From an optimization exercise on the open Yosys and OpenROAD flow, aimed at small area, a short achievable clock period and few clock cycles; shortcuts taken in it are not production practice. Only simulation tests tie the RTL to the original design; equivalence was not proved. Power is estimated from default activity; no workload was simulated.

Setup of lane 1:
Design cpu, start of the top module:
module cpu(
    input clk,
    input rst,  
    output [9:0] imem_addr,    
    input [31:0] imem_rdata,   
    output [11:0] dmem_addr,   
    output [31:0] dmem_wdata,  
    output [3:0] dmem_wmask,   
    output dmem_we,            
    input [31:0] dmem_rdata,   
    output reg is_halted
);
    reg [9:0] pc;      
    reg [9:0] pcn;     
    reg [31:0] ir;     
    reg ir_v;          
    reg ir_pt;         
    reg [31:0] z;      
    reg [31:0] hi;
    reg busy;          
    reg [4:0] cnt;     
    reg w_we;          
    reg w_ld;          
    reg w_jal;         
    reg w_st;          
    reg w_half;        
    reg w_word;        
    reg [3:0] w_d;
    reg [31:0] sd;     
    reg half_on, word_on;  
    wire [5:0] op = ir[31:26];
    wire [3:0] mode = op[4:1];
    wire is_mov = (op[5:1] == 5'b00000);
    wire is_mem = (op[5:3] == 3'b011);
    wire is_alu = !op[5] && !is_mov && !is_mem;
    wire is_ld = is_mem && !op[0];
    wire is_st = is_mem && op[0];
    wire is_beq = (op == 6'h20);
    wire is_bne = (op == 6'h21);
    wire is_br = is_beq || is_bne;
    wire is_j = (op == 6'h22) || (op == 6'h23);
    wire is_jal = (op == 6'h24);
    wire is_mfhi = (op == 6'h25);
    wire is_halt = op[5] && (op[4] || op[3] || (op[2] && op[1]));
    wire is_mul = is_alu && (mode == 4'd3);
    wire is_div = is_alu && (mode == 4'd4);
    wire is_sll = is_alu && (mode == 4'd9);
    wire use_imm = (is_alu && op[0]) || is_mem;
    wire r_fmt = is_alu && !op[0];
    wire [3:0] ra = ir[21:18];
    wire [3:0] rb = r_fmt ? ir[17:14] : ir[25:22];
    wire [3:0] rd = ir[25:22];
    wire use_a = is_alu || is_mem || is_br;
  ...
Settings: LEC_CHECK=0, ABC_AREA=1, CAP_MARGIN=20, CORE_MARGIN=2, CORE_UTILIZATION=45, CTS_CLUSTER_DIAMETER=180, CTS_CLUSTER_SIZE=20, SLEW_MARGIN=20; clock period 110.0 ns.
standard.sh (not shown) runs the stock make flow with config.mk's settings and CLKGATE_MAP_FILE= SYNTH_SCRIPT=/design/flow/synth_recipe.tcl, a recipe that flattens the netlist after the stock synthesis.
==> flow/flow/run.sh <==
#!/bin/bash
# The standard layout with two changes:
#  - synthesis maps the logic with an area-oriented ABC script (flow/abc.script)
#    in place of ORFS's; everything else in synthesis is the standard flow's own script
#    (synth_recipe.tcl), so the registers are the standard synthesis's;
#  - the input and output ports get buf_4 buffers.
set -euo pipefail
W=$PWD
F=$W/flow
# synth_recipe.tcl, with yosys's abc command wrapped to use flow/abc.script
# and no delay target
{
  cat <<TCL
proc abc {args} {
  set i [lsearch -exact \$args -script]
  if {\$i >= 0} { set args [lreplace \$args \$i [expr {\$i + 1}] -script $F/abc.script] }
  set i [lsearch -exact \$args -D]
  if {\$i >= 0} { set args [lreplace \$args \$i [expr {\$i + 1}]] }
  yosys abc {*}\$args
}
TCL
  cat "$W/synth_recipe.tcl"
} > "$W/flow_synth.tcl"
export BUFFER_PORTS_ARGS="-buffer_cell sky130_fd_sc_hd__buf_4"
bash "$W/standard.sh" SYNTH_SCRIPT="$W/flow_synth.tcl" finish > "$W/standard.log" 2>&1
==> flow/flow/abc.script <==
strash
&get -n
&dch
&nf -p -R 1000
&put
topo
stime -c
upsize -c
dnsize -c
Testbench counts of lane 1, summed over its fixed seeds: cycles 55,871.
Changes in lane 2 relative to lane 1:
--- a/flow/design.v
+++ b/flow/design.v
@@ -128,22 +128,23 @@
     reg [31:0] hi;
     reg busy;          
     reg [4:0] cnt;     
     reg w_we;          
     reg w_ld;          
     reg w_jal;         
     reg w_st;          
     reg w_half;        
     reg w_word;        
     reg [3:0] w_d;
     reg [31:0] sd;     
+    reg [11:0] ma;     
     reg half_on, word_on;  
     wire [5:0] op = ir[31:26];
     wire [3:0] mode = op[4:1];
     wire is_mov = (op[5:1] == 5'b00000);
     wire is_mem = (op[5:3] == 3'b011);
     wire is_alu = !op[5] && !is_mov && !is_mem;
     wire is_ld = is_mem && !op[0];
     wire is_st = is_mem && op[0];
     wire is_beq = (op == 6'h20);
     wire is_bne = (op == 6'h21);
     wire is_br = is_beq || is_bne;
@@ -265,23 +266,23 @@
     wire redirect = e_done && is_br && (taken != ir_pt);
     wire [9:0] target = taken ? ir[9:0] : pcn;
     wire fetch = !is_halted && (e_done || !ir_v);
     wire [5:0] fop = imem_rdata[31:26];
     wire f_jmp = (fop == 6'h22) || (fop == 6'h23) || (fop == 6'h24);
     wire f_bne = (fop == 6'h21);
     wire f_beq = (fop == 6'h20);
     wire sub_zero = e_done && is_alu && mode == 4'd2 && eq;
     wire f_pt = f_bne ? !sub_zero : (f_beq && sub_zero);
     wire [9:0] pc4 = pc + 10'd4;
     assign imem_addr = pc;
-    assign dmem_addr = z[11:0];
+    assign dmem_addr = ma;
     assign dmem_wdata = sd;
     assign dmem_wmask = {~word_on, ~word_on, ~half_on, 1'b1};
     assign dmem_we = w_st;
     always @(posedge clk or negedge rst) begin
         if (rst == 1'b0) begin
             pc <= 0;
             ir_v <= 0;
             is_halted <= 0;
         end
         else begin
             if (e_v && is_halt)
@@ -295,22 +296,23 @@
                 ir_v <= 1;
             end
         end
     end
     always @(posedge clk) begin
         if (fetch && !redirect) begin
             ir <= imem_rdata;
             ir_pt <= f_pt;
             pcn <= pc4;
         end
         sd <= is_jal ? {22'b0, pcn} : b;
+        ma <= as[11:0];
         w_d <= is_jal ? 4'd15 : rd;
         w_half <= op[2];
         w_word <= op[2] && op[1];
         half_on <= !op[2];
         word_on <= !(op[2] && op[1]);
     end
     always @(posedge clk or negedge rst) begin
         if (rst == 1'b0) begin
             w_we <= 0;
             w_ld <= 0;
             w_jal <= 0;
## What came out
Number of buffers created by CTS grows by a few percent when moving from lane 1 to lane 2. [compare] base=lane 1 new=lane 2: setup slack of the critical path after layout climbed 0.23 ns, wire length down 2.9%, relative contribution of combinational cells to total power held, xor/xnor cell area share of the yosys netlist barely changed. Multi-input combinational cell area of lane 2 is on par with lane 1. The run showing the greater signed area change from the synthesized netlist to the final layout is lane 2. Lane 2 vs lane 1 — fraction of cell area in non-clock buffers dropped 0.20 points. On average instance area after synthesis, lane 2 and lane 1 are neck and neck.
Testbench counts of lane 2, summed over its fixed seeds: cycles 55,871.

-- afterwards: timing with drivers on the ports --
In the flow no input, the clock included, has a driving cell. The finished layouts below were timed again as built, in two steps.
Step 1 assumes that a clkbuf_16 drives the clock port and a buf_2 every other input.
Step 2 times the ports against the registers' clock, not the clock port: input delays grow and output delays shrink by t, the midpoint of the rising clock arrivals with the driver on.
a / b / c = no drivers / after step 1 / after step 2; a / b = the first two.
run	t (ns)	setup WS [ns]	latest minus earliest clock arrival (ns)
lane 1	0.699	86.485 / 86.408 / 86.210	0.058 / 0.058
lane 2	0.711	86.715 / 86.639 / 86.299	0.030 / 0.030
After both steps every run listed still meets setup and hold. For lane 2, which loses most, drivers alone change the setup slack by -0.076 ns; drivers and shift together by -0.416 ns.
